Context: an optimization exercise on an open-source flow, tuned for small area. The choices shown serve that exercise and are no tape-out recipe. The RTL was checked by simulation tests, not by an equivalence proof against the original design. The clock input has no modelled driver; a real chip could not lean on it and would need a root buffer or a full tree. Power figures rest on the tool's default switching activity, not on a simulated workload.

== run 1 ==
==> flow/design.v <==
module top_wrapper (
    input  wire       clk,
    input  wire       rst_n,
    input  wire       start_sample,
    input  wire       din1,
    output wire       cs_n,
    output wire       sclk,
    output wire       dac_sclk,
    output wire       dac_cs,
    output wire       dac_mosi,
    output wire       tx
);
  wire rst = !rst_n;
  reg  [8:0] lf;
  reg        sc;
  wire       term = (lf == 9'd364);
  wire       E    = term & !sc;
  always @(posedge clk) begin
    if (rst | term) lf <= 9'd0;
    else            lf <= {lf[7:0], ~(lf[8] ^ lf[4])};
    if (rst)        sc <= 1'b0;
    else if (term)  sc <= ~sc;
  end
  assign sclk     = sc;
  assign dac_sclk = sc;
  reg  [4:0] as;
  reg        db;                  
  wire adc_w1 = (as == 5'd17);
  wire adc_w2 = (as == 5'd18);
  wire       aset = (as == 5'd19) | (&as & !start_sample);
  wire [4:0] at   = {&as[3:0], &as[2:0], &as[1:0], as[0], 1'b1};
  always @(posedge clk) begin
    if (rst) as <= 5'd31;
    else if (E) as <= (as ^ at) | {5{aset}};
    if (E) db <= din1;
  end
  assign cs_n = as[4];
  reg [4:0] ds;
  wire       dset = (ds == 5'd16) | (ds == 5'd30 & !start_sample);
  wire [4:0] dt   = {&ds[3:0], &ds[2:0], &ds[1:0], ds[0], 1'b1};
  always @(posedge clk) begin
    if (rst) ds <= 5'd30;
    else if (E) ds <= dset ? 5'd30 : (ds ^ dt);
  end
  assign dac_cs   = ds[4];
  assign dac_mosi = !ds[4] & (ds[3] | ds[2]);
  reg [3:0] u;
  reg       pb;           
  reg       nb;           
  reg       txr;
  reg  [3:0] w;
  reg        e, f;
  wire push = (adc_w1 | adc_w2) & !f;
  wire pop  = (u == 4'd0) & !e;
  wire w0   = (w == 4'd0);
  wire w15  = (w == 4'd15);
  wire push_only = push & !pop;
  wire pop_only  = pop & !push;
  wire wu = E & push_only & !w15;
  wire wd = E & pop_only;
  wire [3:0] wt = {(wu & w[0] & w[1] & w[2]) | (wd & !w[0] & !w[1] & !w[2]),
                   (wu & w[0] & w[1])        | (wd & !w[0] & !w[1]),
                   (wu & w[0])               | (wd & !w[0]),
                   wu | wd};
  always @(posedge clk) begin
    if (rst) begin
      w <= 4'd0; e <= 1'b0; f <= 1'b0;
    end else begin
      w <= w ^ wt;
      if (E) begin
        e <= !push_only & (w0 | !start_sample);
        f <= !pop_only & (w15 | !start_sample);
      end
    end
  end
  reg  [6:0] ph;
  wire       cy  = &ph[2:0];
  wire       pp  = E & pop;
  wire       pu  = cy & !pp;
  wire       pdn = pp & !cy;
  wire [6:0] pt  = {(pu & ph[3] & ph[4] & ph[5]) | (pdn & !ph[3] & !ph[4] & !ph[5]),
                    (pu & ph[3] & ph[4])         | (pdn & !ph[3] & !ph[4]),
                    (pu & ph[3])                 | (pdn & !ph[3]),
                    pu | pdn,
                    ph[1] & ph[0], ph[0], 1'b1};
  always @(posedge clk) begin
    if (rst) ph <= 7'd0;
    else     ph <= ph ^ pt;
  end
  reg  [127:0] R;
  reg  [3:0]   hr;                            
  wire [2:0]   bi   = ph[2:0];
  wire         atw  = (ph[6:3] == w);
  wire         wlo  = atw & (as[4:3] == 2'b01) & (bi == ~as[2:0]);
  wire         whi  = atw & adc_w2 & !(w15 & pb);
  wire         rin  = wlo ? db : whi ? (!bi[2] & hr[3]) : R[127];
  wire         hin  = (as[4:2] == 3'b001 && ph[1:0] == ~as[1:0]) ? db : hr[3];
  always @(posedge clk) begin
    R  <= {R[126:0], rin};
    hr <= {hr[2:0], hin};
  end
  wire rd = !u[3] & (ph[6:3] == {4{pb}}) & (ph[2:0] == u[2:0]);
  always @(posedge clk) begin
    if (rd) nb <= R[127] & (pb | !w0);
    if (rst) begin
      u <= 4'd14; txr <= 1'b1;
    end else if (E) begin
      if (u == 4'd8) u <= 4'd14;
      else if (u != 4'd14 || !e) u <= u + 4'd1;
      txr <= u[3] | nb;
      pb  <= (u == 4'd0) ? !e : (pb & !u[3]);
    end
  end
  assign tx = txr;
endmodule
==> flow/config.mk <==
export PLATFORM = sky130hd
export DESIGN_NAME = top_wrapper
export DESIGN_NICKNAME = top_wrapper
export VERILOG_FILES = /design/flow/design.v
export SDC_FILE = /design/flow/constraint.sdc
export NUM_CORES = 4
export LEC_CHECK = 0
export CAP_MARGIN = 20
export CORE_MARGIN = 2
export CORE_UTILIZATION = 70
export SLEW_MARGIN = 20
==> flow/constraint.sdc <==
create_clock -name core_clock -period 10.0 [get_ports {clk}]
set_input_delay 2.0000 -clock core_clock [delete_from_list [all_inputs] [get_ports {clk}]]
set_output_delay 2.0000 -clock core_clock [all_outputs]
set_load 0.01 [all_outputs]
standard.sh (not shown) runs the stock make flow with config.mk's settings and CLKGATE_MAP_FILE= SYNTH_SCRIPT=/design/flow/synth_recipe.tcl, a recipe that flattens the netlist after the stock synthesis.
==> flow/flow/run.sh <==
#!/bin/bash
# Standard layout, except that the clock tree is built by flow/cts_tree.tcl
# (a root buffer and CTS_NLEAF or more group buffers, each driving the
# flip-flops of one area), and the ports are buffered with the smallest
# buffer. Each tool's output goes to standard.log and the ORFS logs.
set -euo pipefail
export PRE_CTS_TCL="$PWD/flow/cts_tree.tcl"
export CTS_NLEAF=8
export CTS_SLEW_TARGET_PS=115
export CTS_LEAF_CELL=sky130_fd_sc_hd__clkbuf_8
export CTS_ROOT_CELL=sky130_fd_sc_hd__clkbuf_8
export BUFFER_PORTS_ARGS="-inputs -outputs -buffer_cell sky130_fd_sc_hd__buf_1"
bash standard.sh > standard.log 2>&1
==> flow/flow/cts_tree.tcl <==
# A small clock tree in place of TritonCTS. The clock flip-flops are split
# into groups by position (balanced k-means), each group is driven by one
# clock buffer at its centre, and one root buffer between the clock port and
# the group buffers. The number of groups starts at CTS_NLEAF and grows until
# the largest slew at a flip-flop clock pin, estimated from the placement,
# is at most CTS_SLEW_TARGET_PS.

proc cts_groups {sinks nleaf} {
  set n [llength $sinks]
  set sorted [lsort -real -index 1 [lmap s $sinks {list $s [expr {[lindex $s 1] + [lindex $s 2]}]}]]
  set cx {}; set cy {}
  for {set k 0} {$k < $nleaf} {incr k} {
    set s [lindex [lindex $sorted [expr {int(($k + 0.5) * $n / $nleaf)}]] 0]
    lappend cx [lindex $s 1]; lappend cy [lindex $s 2]
  }
  set cap [expr {int(ceil(1.0 * $n / $nleaf)) + 2}]
  for {set iter 0} {$iter < 30} {incr iter} {
    set pairs {}
    set i 0
    foreach s $sinks {
      for {set k 0} {$k < $nleaf} {incr k} {
        set d [expr {abs([lindex $s 1] - [lindex $cx $k]) + abs([lindex $s 2] - [lindex $cy $k])}]
        lappend pairs [list $d $i $k]
      }
      incr i
    }
    set pairs [lsort -real -index 0 $pairs]
    set asg [lrepeat $n -1]
    set cnt [lrepeat $nleaf 0]
    foreach p $pairs {
      lassign $p d i k
      if {[lindex $asg $i] >= 0} continue
      if {[lindex $cnt $k] >= $cap} continue
      lset asg $i $k
      lset cnt $k [expr {[lindex $cnt $k] + 1}]
    }
    set sx [lrepeat $nleaf 0.0]; set sy [lrepeat $nleaf 0.0]
    for {set i 0} {$i < $n} {incr i} {
      set k [lindex $asg $i]
      lset sx $k [expr {[lindex $sx $k] + [lindex [lindex $sinks $i] 1]}]
      lset sy $k [expr {[lindex $sy $k] + [lindex [lindex $sinks $i] 2]}]
    }
    for {set k 0} {$k < $nleaf} {incr k} {
      if {[lindex $cnt $k] > 0} {
        lset cx $k [expr {[lindex $sx $k] / [lindex $cnt $k]}]
        lset cy $k [expr {[lindex $sy $k] / [lindex $cnt $k]}]
      }
    }
  }
  return [list $asg $cx $cy $cnt]
}

proc cts_place {inst x y} {
  set m [$inst getMaster]
  $inst setLocation [expr {int($x - [$m getWidth] / 2)}] [expr {int($y - [$m getHeight] / 2)}]
  $inst setPlacementStatus PLACED
}

proc cts_build {sinks nleaf} {
  set block [ord::get_db_block]
  set db [ord::get_db]
  set clknet [$block findNet clk]
  lassign [cts_groups $sinks $nleaf] asg cx cy cnt
  puts "custom cts: $nleaf groups, sizes $cnt"
  set root [odb::dbInst_create $block [$db findMaster $::env(CTS_ROOT_CELL)] "clkbuf_root"]
  set rnet [odb::dbNet_create $block "clknet_root"]
  $rnet setSigType CLOCK
  [$root findITerm A] connect $clknet
  [$root findITerm X] connect $rnet
  set mx 0.0; set my 0.0
  for {set k 0} {$k < $nleaf} {incr k} {
    set mx [expr {$mx + [lindex $cx $k] / $nleaf}]
    set my [expr {$my + [lindex $cy $k] / $nleaf}]
  }
  cts_place $root $mx $my
  set lmaster [$db findMaster $::env(CTS_LEAF_CELL)]
  set n [llength $sinks]
  for {set k 0} {$k < $nleaf} {incr k} {
    set buf [odb::dbInst_create $block $lmaster "clkbuf_leaf_$k"]
    set net [odb::dbNet_create $block "clknet_leaf_$k"]
    $net setSigType CLOCK
    [$buf findITerm A] connect $rnet
    [$buf findITerm X] connect $net
    cts_place $buf [lindex $cx $k] [lindex $cy $k]
    for {set i 0} {$i < $n} {incr i} {
      if {[lindex $asg $i] == $k} {
        set it [lindex [lindex $sinks $i] 0]
        $it disconnect
        $it connect $net
      }
    }
  }
}

proc cts_teardown {sinks nleaf} {
  set block [ord::get_db_block]
  set clknet [$block findNet clk]
  foreach s $sinks {
    set it [lindex $s 0]
    $it disconnect
    $it connect $clknet
  }
  for {set k 0} {$k < $nleaf} {incr k} {
    odb::dbInst_destroy [$block findInst "clkbuf_leaf_$k"]
    odb::dbNet_destroy [$block findNet "clknet_leaf_$k"]
  }
  odb::dbInst_destroy [$block findInst "clkbuf_root"]
  odb::dbNet_destroy [$block findNet "clknet_root"]
}

proc cts_max_slew_ps {} {
  estimate_parasitics -placement
  set worst 0.0
  foreach pin [all_registers -clock_pins -edge_triggered] {
    foreach edge {rise fall} {
      set s [get_property $pin slew_max_$edge]
      set ps [expr {[sta::time_ui_sta $s] * 1e12}]
      if {$ps > $worst} { set worst $ps }
    }
  }
  return $worst
}

proc clock_tree_synthesis {args} {
  set block [ord::get_db_block]
  set clknet [$block findNet clk]
  set sinks {}
  foreach it [$clknet getITerms] {
    set bb [[$it getInst] getBBox]
    lappend sinks [list $it [expr {([$bb xMin] + [$bb xMax]) / 2.0}] [expr {([$bb yMin] + [$bb yMax]) / 2.0}]]
  }
  puts "custom cts: [llength $sinks] sinks"
  set_propagated_clock [all_clocks]
  set nleaf $::env(CTS_NLEAF)
  while {1} {
    cts_build $sinks $nleaf
    set slew [cts_max_slew_ps]
    puts "custom cts: $nleaf groups, estimated worst clock pin slew $slew ps"
    if {$slew <= $::env(CTS_SLEW_TARGET_PS) || $nleaf >= 40} break
    cts_teardown $sinks $nleaf
    incr nleaf
  }
  $clknet setSigType CLOCK
}
Modified inputs, run 2 compared to run 1
-- flow/flow/run.sh --
<<< run 1, line 10
export CTS_LEAF_CELL=sky130_fd_sc_hd__clkbuf_8
export CTS_ROOT_CELL=sky130_fd_sc_hd__clkbuf_8
export BUFFER_PORTS_ARGS="-inputs -outputs -buffer_cell sky130_fd_sc_hd__buf_1"
>>> run 2, line 10
export CTS_LEAF_CELL=sky130_fd_sc_hd__clkbuf_8
export CTS_ROOT_CELL=sky130_fd_sc_hd__clkbuf_1
export BUFFER_PORTS_ARGS="-inputs -outputs -buffer_cell sky130_fd_sc_hd__buf_1"
[summary]
- [compare] base=run 1 new=run 2: distinct cell type count after synthesis now sits at about the same level, utilization now sits higher, final worst setup slack now sits lower.
- Relative to run 1, post-layout instance count excluding filler cells has gone up in run 2.
- Run 2 vs run 1, worst setup path startpoint: ds[2] vs rst_n
- Sequential cell area share (lower): run 2
- Compared with run 1, in run 2 placer congestion estimate level, post-layout minimum cycle time increased by 400 ps relative to the old numbers, area growth from synthesis to layout shows an increase of 0.65 points.
### run 2 -> run 3
-- flow/flow/run.sh --
<<< run 2, line 10
export CTS_LEAF_CELL=sky130_fd_sc_hd__clkbuf_8
export CTS_ROOT_CELL=sky130_fd_sc_hd__clkbuf_1
export BUFFER_PORTS_ARGS="-inputs -outputs -buffer_cell sky130_fd_sc_hd__buf_1"
>>> run 3, line 10
export CTS_LEAF_CELL=sky130_fd_sc_hd__clkbuf_8
export CTS_ROOT_CELL=sky130_fd_sc_hd__clkbuf_16
export BUFFER_PORTS_ARGS="-inputs -outputs -buffer_cell sky130_fd_sc_hd__buf_1"
Notes after the runs:
- Via count of the first global-routing pass across run 2 and run 3: no real change.
- The clock period minus worst slack in run 3 was lower than what run 2 gave.
- dac_mosi as the endpoint of the most critical setup path was reported by run 2, and as[1] by run 3.
- Relative to run 2, the number of fill cells in the layout of run 3 is lower by about 4.6%.
- Relative to run 2, growth of design area from synthesis to finish decreased by 0.42 points in run 3.
Changes in run 4 relative to run 3:
-- flow/flow/run.sh --
<<< run 3, line 10
export CTS_LEAF_CELL=sky130_fd_sc_hd__clkbuf_8
export CTS_ROOT_CELL=sky130_fd_sc_hd__clkbuf_16
export BUFFER_PORTS_ARGS="-inputs -outputs -buffer_cell sky130_fd_sc_hd__buf_1"
>>> run 4, line 10
export CTS_LEAF_CELL=sky130_fd_sc_hd__clkbuf_8
export CTS_ROOT_CELL=sky130_fd_sc_hd__clkbuf_4
export BUFFER_PORTS_ARGS="-inputs -outputs -buffer_cell sky130_fd_sc_hd__buf_1"
--- outcome ---
- Power: run 4 better than run 3
- Run 4 vs. run 3: final instance area now sits lower; layout overhead on the synthesized area -0.36 points; clock power share fell 1.2 points.
- Run 4 improves on run 3 in fmax.
No run of this note takes its clock network from TritonCTS; it comes from the design's own scripts or RTL.

-- static timing again, ports no longer ideal --
The flow's constraints put no driver on any port. The routed layouts listed below were extracted and timed again, unchanged, in two steps. Step 1 sets driving cells, clkbuf_16 on the clock port and buf_2 on the other inputs (assumed; they add their load-dependent delay and slew). Step 2 moves the port delays by t, midway between the first and last clock arrival at a register: inputs arrive t later, outputs are due t later. That takes back most of the time a late clock gives input paths. Slacks: ideal ports / drivers / drivers and shift; pairs: ideal ports / drivers.
run | t, ns | setup slack, ns | worst hold slack (ns) | clock arrival spread, ns | cell pins on the clock port's net
run 1 | 0.409 | 6.528 / 6.529 / 6.119 | 0.326 / 0.326 / 0.326 | 0.041 / 0.041 | 1
run 2 | 1.166 | 6.132 / 6.102 / 6.171 | 0.326 / 0.326 / 0.326 | 0.014 / 0.014 | 1
run 3 | 0.368 | 6.440 / 6.447 / 6.079 | 0.328 / 0.328 / 0.328 | 0.040 / 0.040 | 1
run 4 | 0.513 | 6.628 / 6.630 / 6.117 | 0.324 / 0.324 / 0.324 | 0.042 / 0.042 | 1
After both steps setup and hold are still met in every run listed. For run 4, which loses most, drivers alone change the setup slack by +0.002 ns; drivers and shift together by -0.511 ns.
